This design comes from an exercise in tuning for small area on the open sky130 flow, not from production work.
Function was checked by simulation only, so behaviour that the tests miss may differ from the original.
The clock port is modelled as an ideal driver, which makes a skipped or thinned clock tree look cheaper than it is; a real chip needs a root buffer or a tree.
No activity file was given, so power comes from the tool's default toggle rates.

Setup of try-delta:
==> flow/design.v (excerpt) <==
module fpga_top(SW, KEY, CLOCK_50, LEDR, HEX0, HEX1);
    input [9:0] SW;
    input [3:0] KEY;
    input CLOCK_50;
    output [9:0] LEDR;
    output [6:0] HEX0, HEX1;
    wire resetn = KEY[0];
    wire go = ~KEY[1];
    wire [7:0] data_result;
    quad_core u0(
        .clk(CLOCK_50),
        .resetn(resetn),
        .go(go),
        .data_in(SW[7:0]),
        .data_result(data_result)
    );
    assign LEDR[9:0] = {2'b00, data_result};
    hex_decoder H0(.hex_digit(data_result[3:0]), .segments(HEX0));
    hex_decoder H1(.hex_digit(data_result[7:4]), .segments(HEX1));
endmodule
export LEC_CHECK = 0
export ABC_AREA = 1
export CAP_MARGIN = 20
export CORE_MARGIN = 2
export CORE_UTILIZATION = 40
export SLEW_MARGIN = 20
create_clock -name core_clock -period 10.0 [get_ports {CLOCK_50}]
standard.sh (not shown) runs the stock make flow with config.mk's settings and CLKGATE_MAP_FILE= SYNTH_SCRIPT=/design/flow/synth_recipe.tcl, a recipe that flattens the netlist after the stock synthesis.
==> flow/flow/run.sh <==
#!/bin/bash
# Layout flow: the standard flow, with the multiply-accumulate module
# mac8 taken from a hand-mapped cell netlist (flow/mac8_cells.v) instead of
# being synthesized, and without Yosys's full-adder extraction for the rest.
set -euo pipefail
here=$(pwd)
python3 - "$FLOW_DESIGN" flow/mac8_cells.v design_cells.v > swap_module.log 2>&1 <<'PY'
import re, sys
src = open(sys.argv[1]).read()
cells = open(sys.argv[2]).read()
m = re.search(r'^\s*module\s+mac8\b.*?^\s*endmodule\b', src, re.S | re.M)
assert m, "module mac8 not found"
src = src[:m.start()] + "\n" + cells + "\n" + src[m.end():]
open(sys.argv[3], 'w').write(src)
print("replaced mac8")
PY
bash standard.sh VERILOG_FILES="$here/design_cells.v" ADDER_MAP_FILE= finish > standard_flow.log 2>&1
Other scripts of this flow, unchanged in this note and not shown: flow/flow/mac8_cells.v
try-delta reached the end of the flow, and the finished layout is clean on the timing, DRC and antenna checks.
Setup changes, try-delta to try-juniper
==> flow/flow/run.sh <==
#!/bin/bash
# Layout flow: the standard flow (standard.sh) with three changes to
# synthesis only:
#  - module mac8 (the multiply-accumulate array) is taken from the
#    hand-mapped cell netlist flow/mac8_cells.v instead of being synthesized;
#  - Yosys's full-adder extraction is off for the rest (ADDER_MAP_FILE=);
#  - ABC maps with flow/abc_area_deep.script (area-oriented, no upsizing).
# Registers are inferred from the RTL exactly as in the standard synthesis.
set -euo pipefail
here=$(pwd)
python3 - "$FLOW_DESIGN" flow/mac8_cells.v design_cells.v > swap_module.log 2>&1 <<'PY'
import re, sys
src = open(sys.argv[1]).read()
cells = open(sys.argv[2]).read()
m = re.search(r'^\s*module\s+mac8\b.*?^\s*endmodule\b', src, re.S | re.M)
assert m, "module mac8 not found"
src = src[:m.start()] + "\n" + cells + "\n" + src[m.end():]
open(sys.argv[3], 'w').write(src)
print("replaced mac8")
PY
cp flow/abc_area_deep.script abc_area_deep.script
{
  head -n 1 synth_recipe.tcl
  cat <<TCL
proc abc {args} {
  set i [lsearch -exact \$args -script]
  if {\$i >= 0} { set args [lreplace \$args [expr {\$i+1}] [expr {\$i+1}] $here/abc_area_deep.script] }
  set j [lsearch -exact \$args -D]
  if {\$j >= 0} { set args [lreplace \$args \$j [expr {\$j+1}]] }
  yosys abc {*}\$args
}
TCL
  tail -n +2 synth_recipe.tcl
} > my_synth.tcl
bash standard.sh VERILOG_FILES="$here/design_cells.v" ADDER_MAP_FILE= SYNTH_SCRIPT="$here/my_synth.tcl" \
  BUFFER_PORTS_ARGS="-inputs -outputs -buffer_cell sky130_fd_sc_hd__buf_1" \
  CTS_ARGS="-sink_clustering_enable -repair_clock_nets -dont_use_dummy_load -buf_list sky130_fd_sc_hd__clkbuf_8 -sink_clustering_size 40 -sink_clustering_max_diameter 200" \
  finish > standard_flow.log 2>&1
==> flow/flow/abc_area_deep.script (new file) <==
strash
&get -n
&deepsyn -T 30
&put
dch
map -a
topo
Results
Measured against each other, try-juniper and try-delta differ in unique cell type count in the Yosys netlist, the lower figure coming from try-juniper.
Fraction of layout instances using a drive strength above 1: try-juniper vs try-delta up 1.7 points
try-juniper reports a lower utilization than try-delta does.
Note that the design area recorded for try-delta amounts to 1.17 times the value seen in try-juniper.
In the flow results for try-juniper and try-delta, the initial cell density of the core is smaller on try-delta.
The die of try-juniper is smaller than the one used in try-delta.
try-juniper vs. try-delta: number of cells after detailed placement now smaller, fraction of met2 tracks used by global routing now larger.
For the post-placement setup slack, try-juniper came in 0.30 ns higher than try-delta did.
--- input diff try-juniper..try-amber ---
diff --git a/flow/flow/run.sh b/flow/flow/run.sh
--- a/flow/flow/run.sh
+++ b/flow/flow/run.sh
@@ -34,5 +34,2 @@
 } > my_synth.tcl
-bash standard.sh VERILOG_FILES="$here/design_cells.v" ADDER_MAP_FILE= SYNTH_SCRIPT="$here/my_synth.tcl" \
-  BUFFER_PORTS_ARGS="-inputs -outputs -buffer_cell sky130_fd_sc_hd__buf_1" \
-  CTS_ARGS="-sink_clustering_enable -repair_clock_nets -dont_use_dummy_load -buf_list sky130_fd_sc_hd__clkbuf_8 -sink_clustering_size 40 -sink_clustering_max_diameter 200" \
-  finish > standard_flow.log 2>&1
+bash standard.sh VERILOG_FILES="$here/design_cells.v" ADDER_MAP_FILE= SYNTH_SCRIPT="$here/my_synth.tcl" finish > standard_flow.log 2>&1
--- outcome ---
- Delta (try-amber minus try-juniper): period utilization +4.0 points, count of non-CTS buffers in the layout barely changed, total power picked up an extra 2.0%, power in the clock group shows an increase of about 40%.
- Re area after synthesis: no difference whatsoever between try-juniper and try-amber.
- try-amber against try-juniper; internal power is up by a few percent.

---

sierra:
Another version of the RTL of fpga_top (not shown whole).
Size in the first run: ~230 cells after synthesis, about 36 flip-flops, ~39 I/O pins, ~0.0023 sq mm of cells after synthesis.
==> flow/design.v (excerpt) <==
module fpga_top(SW, KEY, CLOCK_50, LEDR, HEX0, HEX1);
    input [9:0] SW;
    input [3:0] KEY;
    input CLOCK_50;
    output [9:0] LEDR;
    output [6:0] HEX0, HEX1;
    wire [7:0] data_result;
    quad_core u0(
        .clk(CLOCK_50),
        .resetn(KEY[0]),
        .go_n(KEY[1]),
        .data_in(SW[7:0]),
        .data_result(data_result)
    );
    assign LEDR[9:0] = {2'b00, data_result};
    hex_decoder H0(.hex_digit(data_result[3:0]), .segments(HEX0));
    hex_decoder H1(.hex_digit(data_result[7:4]), .segments(HEX1));
endmodule
==> flow/config.mk <==
export PLATFORM = sky130hd
export DESIGN_NAME = fpga_top
export DESIGN_NICKNAME = fpga_top
export VERILOG_FILES = /design/flow/design.v
export SDC_FILE = /design/flow/constraint.sdc
export NUM_CORES = 4
export LEC_CHECK = 0
export ABC_AREA = 1
export CAP_MARGIN = 20
export CORE_MARGIN = 2
export CORE_UTILIZATION = 65
export GPL_TIMING_DRIVEN = 0
export PLACE_DENSITY = 0.75
export SLEW_MARGIN = 20
==> flow/constraint.sdc <==
create_clock -name core_clock -period 10.0 [get_ports {CLOCK_50}]
set_input_delay 2.0000 -clock core_clock [delete_from_list [all_inputs] [get_ports {CLOCK_50}]]
set_output_delay 2.0000 -clock core_clock [all_outputs]
set_load 0.01 [all_outputs]
==> flow/flow/run.sh <==
#!/bin/bash
# Layout flow: the standard flow (standard.sh) with these changes:
#  - synthesis: the purely combinational modules of the design (mac8, dsel,
#    ctrl, hex_decoder) are taken from the hand-mapped cell netlists in
#    flow/cells.v instead of being synthesized from their RTL bodies; the
#    registers stay in the RTL and are inferred as in the standard synthesis.
#    Yosys's full-adder extraction is off and ABC uses an area script.
#  - ports are buffered with sky130_fd_sc_hd__buf_1.
#  - clock tree: the clock port drives two clkbuf_8, each driving half of
#    the register clock pins, grouped by position (flow/n_buf.tcl, run in
#    place of TritonCTS).
set -euo pipefail
here=$(pwd)
python3 - "$FLOW_DESIGN" flow/cells.v design_cells.v > swap_modules.log 2>&1 <<'PY'
import re, sys
src = open(sys.argv[1]).read()
cells = open(sys.argv[2]).read()
for m in re.finditer(r'^\s*module\s+(\w+)\b.*?^\s*endmodule\b', cells, re.S | re.M):
    name = m.group(1)
    mm = re.search(r'^\s*module\s+' + name + r'\b.*?^\s*endmodule\b', src, re.S | re.M)
    assert mm, "module %s not found" % name
    src = src[:mm.start()] + "\n" + m.group(0) + "\n" + src[mm.end():]
    print("replaced", name)
open(sys.argv[3], 'w').write(src)
PY
cp flow/abc_area_deep.script abc_area_deep.script
{
  head -n 1 synth_recipe.tcl
  cat <<TCL
proc abc {args} {
  set i [lsearch -exact \$args -script]
  if {\$i >= 0} { set args [lreplace \$args [expr {\$i+1}] [expr {\$i+1}] $here/abc_area_deep.script] }
  set j [lsearch -exact \$args -D]
  if {\$j >= 0} { set args [lreplace \$args \$j [expr {\$j+1}]] }
  yosys abc {*}\$args
}
TCL
  tail -n +2 synth_recipe.tcl
} > my_synth.tcl
export CLKBUF_CELL=sky130_fd_sc_hd__clkbuf_8 CLKBUF_COUNT=2
bash standard.sh VERILOG_FILES="$here/design_cells.v" ADDER_MAP_FILE= SYNTH_SCRIPT="$here/my_synth.tcl" \
  BUFFER_PORTS_ARGS="-inputs -outputs -buffer_cell sky130_fd_sc_hd__buf_1" \
  PRE_CTS_TCL="$here/flow/n_buf.tcl" \
  finish > standard_flow.log 2>&1
Other scripts of this flow, unchanged in this note and not shown: flow/flow/abc_area_deep.script, flow/flow/cells.v, flow/flow/n_buf.tcl
Edits applied to the flow inputs when going from sierra to pepper:
diff --git a/flow/config.mk b/flow/config.mk
--- a/flow/config.mk
+++ b/flow/config.mk
@@ -11,3 +11,2 @@
 export CORE_UTILIZATION = 65
-export GPL_TIMING_DRIVEN = 0
 export PLACE_DENSITY = 0.75
==> results.txt <==
On floorplan die width, sierra and pepper are basically level.
Per the comparison of pepper with sierra, total power has increased, cell count moved down, worst setup slack before clock tree synthesis now sits higher.
Overall global routing resource usage: pepper lower than sierra
What raven does differently from pepper at the input level:
diff --git a/flow/flow/run.sh b/flow/flow/run.sh
--- a/flow/flow/run.sh
+++ b/flow/flow/run.sh
@@ -40,3 +40,3 @@
 export CLKBUF_CELL=sky130_fd_sc_hd__clkbuf_8 CLKBUF_COUNT=2
-bash standard.sh VERILOG_FILES="$here/design_cells.v" ADDER_MAP_FILE= SYNTH_SCRIPT="$here/my_synth.tcl" \
+bash standard.sh VERILOG_FILES="$here/design_cells.v" ADDER_MAP_FILE= SYNTH_INSBUF=0 SYNTH_SCRIPT="$here/my_synth.tcl" \
   BUFFER_PORTS_ARGS="-inputs -outputs -buffer_cell sky130_fd_sc_hd__buf_1" \
diff --git a/flow/config.mk b/flow/config.mk
--- a/flow/config.mk
+++ b/flow/config.mk
@@ -11,2 +11,3 @@
 export CORE_UTILIZATION = 65
+export GPL_TIMING_DRIVEN = 0
 export PLACE_DENSITY = 0.75
[summary]
Going from pepper to raven, placed standard-cell area comparable; number of global-route vias before repair now sits higher; mean number of vias per cell shows an increase of 1.5%; average wire length per cell after detail routing grew by 2.4%.
Lower overall power after layout among raven and pepper: pepper
Input-level comparison between violet and raven:
diff --git a/flow/flow/run.sh b/flow/flow/run.sh
--- a/flow/flow/run.sh
+++ b/flow/flow/run.sh
@@ -40,3 +40,3 @@
 export CLKBUF_CELL=sky130_fd_sc_hd__clkbuf_8 CLKBUF_COUNT=2
-bash standard.sh VERILOG_FILES="$here/design_cells.v" ADDER_MAP_FILE= SYNTH_INSBUF=0 SYNTH_SCRIPT="$here/my_synth.tcl" \
+bash standard.sh VERILOG_FILES="$here/design_cells.v" ADDER_MAP_FILE= SYNTH_SCRIPT="$here/my_synth.tcl" \
   BUFFER_PORTS_ARGS="-inputs -outputs -buffer_cell sky130_fd_sc_hd__buf_1" \
diff --git a/flow/config.mk b/flow/config.mk
--- a/flow/config.mk
+++ b/flow/config.mk
@@ -8,7 +8,6 @@
 export ABC_AREA = 1
-export CAP_MARGIN = 20
+export CAP_MARGIN = 0
 export CORE_MARGIN = 2
 export CORE_UTILIZATION = 65
-export GPL_TIMING_DRIVEN = 0
 export PLACE_DENSITY = 0.75
-export SLEW_MARGIN = 20
+export SLEW_MARGIN = 0
Notes after the runs:
Comparing the two runs side by side, violet comes out ahead of raven on worst setup slack. Wire length of the first global-routing pass: violet < raven. The die outline height in violet sits about 0.3% above the value recorded for raven.
No run of this note takes its clock network from TritonCTS; it comes from the design's own scripts or RTL.

-- re-timing with driven ports --
Ports are ideal in the flow. The routed layouts listed here were re-timed in OpenROAD. Step 1 (the two cells are an assumption about what drives the block):
set clk [get_ports {CLOCK_50}]
set_driving_cell -lib_cell sky130_fd_sc_hd__clkbuf_16 $clk
set_driving_cell -lib_cell sky130_fd_sc_hd__buf_2 [delete_from_list [all_inputs] $clk]
Step 2 moves the port delays by t, midway between the first and last clock arrival at a register: inputs arrive t later, outputs are due t later. That takes back most of the time a late clock gives input paths. Three values: no drivers, after step 1, after step 2; two values: the first two.
run	t, ns	setup slack, ns	worst hold slack (ns)	worst slew at a driven data input, ns	cell pins on the clock port's net
try-delta	0.307	1.215 / 1.221 / 0.913	0.496 / 0.496 / 0.496	0.03	1
try-juniper	0.311	1.490 / 1.496 / 1.184	0.479 / 0.479 / 0.479	0.03	1
try-amber	0.314	1.088 / 1.091 / 0.777	0.493 / 0.493 / 0.493	0.03	1
sierra	0.201	0.683 / 0.701 / 0.500	0.527 / 0.527 / 0.527	0.03	2
pepper	0.197	1.073 / 1.088 / 0.891	0.522 / 0.522 / 0.522	0.03	2
raven	0.193	0.681 / 0.695 / 0.502	0.512 / 0.512 / 0.512	0.03	2
violet	0.197	1.073 / 1.088 / 0.891	0.522 / 0.522 / 0.522	0.03	2
After both steps every run listed still meets setup and hold. For try-amber, which loses most, drivers alone change the setup slack by +0.003 ns; drivers and shift together by -0.311 ns.
